Context: an optimization exercise on an open-source flow, tuned for small area. The choices shown serve that exercise and are no tape-out recipe. Only simulation tests tie the RTL to the original design; equivalence was not proved. Power is estimated from default activity; no workload was simulated.

==> job 1284 <==
Design KSmod_32_latency_5, start of the top module:
module KSmod_32_latency_5 (
  input         clk,
  input  [63:0] share0_in,
  input  [63:0] share1_in,
  input  [26:0] rand_bit_share0,
  input  [26:0] rand_bit_share1,
  output [31:0] o_share0,
  output [31:0] o_share1
);
  wire v0_0_s0;
  wire v0_0_s1;
  wire v0_1_s0;
  wire v0_1_s1;
  wire v0_2_s0;
  wire v0_2_s1;
  wire v0_3_s0;
  wire v0_3_s1;
  wire v0_4_s0;
  wire v0_4_s1;
  wire v0_5_s0;
  wire v0_5_s1;
  wire v0_6_s0;
  wire v0_6_s1;
  wire v0_7_s0;
  wire v0_7_s1;
  wire v0_8_s0;
  wire v0_8_s1;
  wire v0_9_s0;
  wire v0_9_s1;
  wire v0_10_s0;
  wire v0_10_s1;
  wire v0_11_s0;
  wire v0_11_s1;
  wire v0_12_s0;
  wire v0_12_s1;
  wire v0_13_s0;
  wire v0_13_s1;
  wire v0_14_s0;
  wire v0_14_s1;
  wire v0_15_s0;
  wire v0_15_s1;
  wire v0_16_s0;
  wire v0_16_s1;
  wire v0_17_s0;
  wire v0_17_s1;
  wire v0_18_s0;
  wire v0_18_s1;
  wire v0_19_s0;
  wire v0_19_s1;
  wire v0_20_s0;
  wire v0_20_s1;
  wire v0_21_s0;
  wire v0_21_s1;
  wire v0_22_s0;
  wire v0_22_s1;
  wire v0_23_s0;
  wire v0_23_s1;
  wire v0_24_s0;
  wire v0_24_s1;
  wire v0_25_s0;
  wire v0_25_s1;
  wire v0_26_s0;
  wire v0_26_s1;
  wire v0_27_s0;
  wire v0_27_s1;
  wire v0_28_s0;
  wire v0_28_s1;
  wire v0_29_s0;
  wire v0_29_s1;
  wire v0_30_s0;
  wire v0_30_s1;
  wire v0_31_s0;
  ...
==> flow/config.mk <==
export PLATFORM = sky130hd
export DESIGN_NAME = KSmod_32_latency_5
export DESIGN_NICKNAME = KSmod_32_latency_5
export VERILOG_FILES = /design/flow/design.v
export SDC_FILE = /design/flow/constraint.sdc
export NUM_CORES = 4
export LEC_CHECK = 0
export CAP_MARGIN = 20
export CORE_MARGIN = 2
export CORE_UTILIZATION = 80
export CTS_CLUSTER_DIAMETER = 60
export CTS_CLUSTER_SIZE = 30
export SLEW_MARGIN = 20
==> flow/constraint.sdc <==
create_clock -name core_clock -period 5.0 [get_ports {clk}]
set_input_delay 1.0000 -clock core_clock [delete_from_list [all_inputs] [get_ports {clk}]]
set_output_delay 1.0000 -clock core_clock [all_outputs]
set_load 0.01 [all_outputs]
standard.sh (not shown) runs the stock make flow with config.mk's settings and CLKGATE_MAP_FILE= SYNTH_SCRIPT=/design/flow/synth_recipe.tcl, a recipe that flattens the netlist after the stock synthesis.
==> flow/flow/run.sh <==
#!/bin/bash
set -euo pipefail
export BUFFER_PORTS_ARGS="-buffer_cell sky130_fd_sc_hd__buf_1"
export CTS_ARGS="-sink_clustering_enable -repair_clock_nets -sink_clustering_size 30 -sink_clustering_max_diameter 60 -dont_use_dummy_load"
bash standard.sh > standard.log 2>&1
==> inputs of job 6023, as changes to job 1284 <==
--- a/flow/config.mk
+++ b/flow/config.mk
@@ -9,5 +9,6 @@
 export CORE_MARGIN = 2
-export CORE_UTILIZATION = 80
+export CORE_UTILIZATION = 85
 export CTS_CLUSTER_DIAMETER = 60
 export CTS_CLUSTER_SIZE = 30
+export PLACE_DENSITY = 0.85
 export SLEW_MARGIN = 20
==> inputs of job 6795, as changes to job 1284 <==
--- a/flow/config.mk
+++ b/flow/config.mk
@@ -9,3 +9,3 @@
 export CORE_MARGIN = 2
-export CORE_UTILIZATION = 80
+export CORE_UTILIZATION = 88
 export CTS_CLUSTER_DIAMETER = 60
==> qor summary <==
Outcome: job 6023 finished clean; job 6795 finished clean; job 1284 finished clean
Clock buffer instance count of the final layout: job 6023 52; job 6795 51; job 1284 53
Starting DRT DRC Count: job 6023 2214; job 6795 2780; job 1284 1604
FMAX: job 6023 0.309 GHz; job 6795 0.299 GHz; job 1284 0.313 GHz
Die Span Y: job 6023 227 um; job 6795 223 um; job 1284 234 um
Sequential cell area share: job 6023 0.567; job 6795 0.568; job 1284 0.566
Tmin final: job 6023 3.24 ns; job 6795 3.35 ns; job 1284 3.19 ns
Flip-flop and latch power: job 6023 0.0155 W; job 6795 0.0156 W; job 1284 0.0154 W
Worst slew slack as a fraction of its limit: job 6023 0.251; job 6795 0.191; job 1284 0.235
Cell count after placement: job 6023 4475; job 6795 4426; job 1284 4499
Share of power burned in combinational logic: job 6023 0.405; job 6795 0.410; job 1284 0.402
Sequential Power Share: job 6023 0.456; job 6795 0.453; job 1284 0.458
Tap Count: job 6023 664; job 6795 615; job 1284 688
Area overhead of the layout relative to synthesis: job 6023 5.20%; job 6795 5.02%; job 1284 5.36%
Via count of the first global-routing pass: job 6023 25575; job 6795 27753; job 1284 23749
Via-per-instance ratio: job 6023 5.55; job 6795 5.92; job 1284 5.33
GRT met3 Usage: job 6023 0.0741; job 6795 0.105; job 1284 0.0502
Actual slew at the worst max-slew pin: job 6023 1.12 ns; job 6795 1.21 ns; job 1284 1.15 ns
Layout cell share with drive strength beyond 1: job 6023 0.0225; job 6795 0.0223; job 1284 0.0230
Wire per inst: job 6023 22.5 um; job 6795 25.2 um; job 1284 21.1 um
Met1 wire length: job 6023 38.0 mm; job 6795 38.6 mm; job 1284 39.4 mm
Core area: job 6023 49000 um2; job 6795 47500 um2; job 1284 52300 um2
Setup Skew: job 6023 0.0332 ns; job 6795 0.0404 ns; job 1284 0.0498 ns

---

==> build 67 <==
Another version of the RTL of KSmod_32_latency_5 (not shown whole).
clock: 5.0 ns
lec_check: 0
cap_margin: 20
core_margin: 2
core_utilization: 80
cts_cluster_diameter: 60
cts_cluster_size: 30
slew_margin: 20
Scripts as last shown in full above: flow/flow/run.sh
==> trial 92: changes against build 67 <==
==> flow/run.sh (new file) <==
#!/bin/bash
# synth_recipe.tcl (not shown) runs the flow's synth.tcl, then flattens the netlist and writes it again
# the make line also repeats each setting of config.mk as NAME=value (left out here)
make -C /OpenROAD-flow-scripts/flow DESIGN_CONFIG=/design/flow/config.mk WORK_HOME=/design/flow/orfs CLKGATE_MAP_FILE= SYNTH_SCRIPT=/design/flow/synth_recipe.tcl finish
Settings changed: ABC_AREA from default to 1, CORE_UTILIZATION 80 to 65, CTS_CLUSTER_DIAMETER 60 to default, CTS_CLUSTER_SIZE 30 to default.
removed: flow/flow/run.sh
removed: flow/standard.sh
==> flow_summary.toml <==
[synth]
ys_types = 14
synth-compound-area-share_pct = 0

[timing]
timing.hold.ws_ns = 0.3341

[power_and_ir_drop]
power_density_nw_per_um2 = 742.7

[outcome]
status = "no timing/DRC/antenna violations"

[global_routing]
grtUsageMet3_pct = 4.560
antenna_found_initial = 13

[placement]
place_ws_ns = 2.447
place.gp.congestion = 0.9576

[critical_path]
crit_buf_inv = 1
That was build 67.
==> flow_summary.toml <==
[outcome]
status = "no timing/DRC/antenna violations"

[finish]
multi_input_area_share_pct = 31.64

[global_routing]
antenna_found_initial = 17

[placement]
place.gp.congestion = 0.9613
place_ws_ns = 1.752

[synth]
synth-compound-area-share_pct = 0.2698
ys_types = 19

[timing]
grt_setup_unrepaired = "false"
timing.hold.ws_ns = 0.3158

[hold_path]
hp-class = "register to register"

[power_and_ir_drop]
p_clk_share_pct = 24.9
That was trial 92.

---

==> inputs of run M <==
Starting RTL as in the previous note.
## KSmod_32_latency_5
module KSmod_32_latency_5 (
  input         clk,
  input  [63:0] share0_in,
  input  [63:0] share1_in,
  input  [26:0] rand_bit_share0,
  input  [26:0] rand_bit_share1,
  output [31:0] o_share0,
  output [31:0] o_share1
);
==> flow/config.mk <==
export PLATFORM = sky130hd
export DESIGN_NAME = KSmod_32_latency_5
export DESIGN_NICKNAME = KSmod_32_latency_5
export VERILOG_FILES = /design/flow/design.v
export SDC_FILE = /design/flow/constraint.sdc
export NUM_CORES = 4
export LEC_CHECK = 0
export CAP_MARGIN = 20
export CORE_MARGIN = 2
export CORE_UTILIZATION = 80
export CTS_CLUSTER_DIAMETER = 60
export CTS_CLUSTER_SIZE = 30
export SLEW_MARGIN = 20
==> flow/constraint.sdc <==
create_clock -name core_clock -period 5.0 [get_ports {clk}]
set_input_delay 1.0000 -clock core_clock [delete_from_list [all_inputs] [get_ports {clk}]]
set_output_delay 1.0000 -clock core_clock [all_outputs]
set_load 0.01 [all_outputs]
run.sh (not shown) runs the stock make flow with config.mk's settings and CLKGATE_MAP_FILE= SYNTH_SCRIPT=/design/flow/synth_recipe.tcl, a recipe that flattens the netlist after the stock synthesis.
Stock flow here: none of the scripts above is used.
==> inputs of run F, as changes to run M <==
==> flow/flow/run.sh (new file) <==
#!/bin/bash
set -euo pipefail
export BUFFER_PORTS_ARGS="-buffer_cell sky130_fd_sc_hd__buf_1"
bash standard.sh > standard.log 2>&1
==> flow/standard.sh (new file) <==
#!/bin/bash
# synth_recipe.tcl (not shown) runs the flow's synth.tcl, then flattens the netlist and writes it again
# the make line also repeats each setting of config.mk as NAME=value (left out here)
make -C /OpenROAD-flow-scripts/flow DESIGN_CONFIG=/design/flow/config.mk WORK_HOME=/design/flow/orfs CLKGATE_MAP_FILE= SYNTH_SCRIPT=/design/flow/synth_recipe.tcl "${@:-finish}"
Settings changed: CORE_UTILIZATION 80 to 65.
removed: flow/run.sh
==> inputs of run X, as changes to run M <==
==> flow/flow/run.sh (new file) <==
#!/bin/bash
set -euo pipefail
export BUFFER_PORTS_ARGS="-buffer_cell sky130_fd_sc_hd__buf_1"
bash standard.sh > standard.log 2>&1
==> flow/standard.sh (new file) <==
#!/bin/bash
# synth_recipe.tcl (not shown) runs the flow's synth.tcl, then flattens the netlist and writes it again
# the make line also repeats each setting of config.mk as NAME=value (left out here)
make -C /OpenROAD-flow-scripts/flow DESIGN_CONFIG=/design/flow/config.mk WORK_HOME=/design/flow/orfs CLKGATE_MAP_FILE= SYNTH_SCRIPT=/design/flow/synth_recipe.tcl "${@:-finish}"
removed: flow/run.sh
==> inputs of run R, as changes to run M <==
Settings changed: CORE_UTILIZATION 80 to 65.
==> results.toml <==
[pwr]
p_leak_nw = 20.1
p_seq_mw = 17.0

[status]
status = "no timing/DRC/antenna violations"

[routing]
drtPass1Iterations = 8
viasPerCell = 5.24

[finish]
clkCellAreaFrac = 0.0371
fillers = 2921

[place]
hpwlAfterDp_um = 81300

[setup_path]
reg2reg_from = "l3_80_s1"
arrival_ps = 2320

[grt]
grt_pass1_wl_um = 150000
the above is filed under run X

==> results.toml <==
[finish]
seq_share = 0.558
clkCellAreaFrac = 0.0497
fillers = 4950
final_util = 0.730

[grt]
grt_pass1_wl_um = 148000
overflow = 0

[status]
status = "no timing/DRC/antenna violations"

[floorplanning]
n_tap_cell = 940
start_util = 0.655

[pwr]
p_seq_mw = 16.9
switching_share = 0.349
powerClk_mw = 7.00
p_leak_nw = 21.0

[setup_path]
arrival_ps = 2660
crit_path_start_kind = "flip-flop"
reg2reg_from = "c0_t39"

[routing]
drtPass1Iterations = 5
viasPerCell = 4.86

[synthesis]
syn_area_per_cell_um2 = 11.8
synth_seq_cells = 1423
the above is filed under run R

==> results.toml <==
[pwr]
comb-power_mw = 14.9
p_leak_nw = 20.7
top_power_group = "sequential cells"
p_seq_mw = 17.0
switching_share = 0.355

[floorplanning]
boundaryPins = 247

[finish]
clkCellAreaFrac = 0.0371
fillers = 2549

[setup_path]
cpPeakStageDelay_ps = 690
arrival_ps = 2610
reg2reg_from = "c0_t38"

[grt]
overflow = 0
grt_max_degree = 31

[routing]
viasPerCell = 5.34
drtPass1Iterations = 7

[timing]
period_share = 0.722
slew_headroom = 0.151
worst_pin_slew_ps = 1270

[synthesis]
synth_edf_count = 0

[status]
status = "no timing/DRC/antenna violations"

[place]
hpwlAfterDp_um = 82600
the above is filed under run M

==> results.toml <==
[routing]
viasPerCell = 4.69
drtPass1Iterations = 5

[finish]
fillers = 5177
clkCellAreaFrac = 0.0488
seq_cells = 1423

[setup_path]
reg2reg_from = "l3_80_s0"
path_delay_family = "XOR/XNOR gates"
cp-end-kind = "output port"
crit_start = "c1_t1"

[floorplanning]
fp-row-count = 97

[grt]
overflow = 0
grt_pass1_wl_um = 143000

[pwr]
switching_share = 0.357
p_leak_nw = 20.4
powerClk_mw = 6.80

[status]
status = "no timing/DRC/antenna violations"

[place]
hpwlAfterDp_um = 79300

[synthesis]
postSynthCellCount = 3897
the above is filed under run F

## afterwards: timing with drivers on the ports
No port has a modelled driver above. Below, the same layouts with a new extraction and two added sets of constraints. Step 1 sets driving cells, clkbuf_16 on the clock port and buf_2 on the other inputs (assumed; they add their load-dependent delay and slew). Step 2 adds t to the input delays and takes it off the output delays; t is the mean of the earliest and latest rising clock arrival at the registers after step 1. Input paths then give back, and output paths get back, about the clock's delay inside the block. Three values: ideal, step 1, step 2; two values: the first two.
run | shift t [ns] | slack for setup (ns) | worst data-port slew with drivers (ns) | cell pins on the clock port's net
job 1284 | 0.680 | 1.806 / 1.743 / 2.423 | 0.07 | 1
job 6023 | 0.704 | 1.763 / 1.696 / 2.400 | 0.07 | 1
job 6795 | 0.701 | 1.652 / 1.589 / 2.289 | 0.07 | 1
build 67 | 0.709 | 1.667 / 1.602 / 2.311 | 0.08 | 1
trial 92 | 0.778 | 1.506 / 1.437 / 1.708 | 0.05 | 1
run M | 0.724 | 1.388 / 1.322 / 1.730 | 0.07 | 1
run F | 0.698 | 1.780 / 1.713 / 2.411 | 0.07 | 1
run X | 0.720 | 1.679 / 1.616 / 2.337 | 0.08 | 1
run R | 0.705 | 1.341 / 1.270 / 1.717 | 0.06 | 1
After both steps every run listed still meets setup and hold.
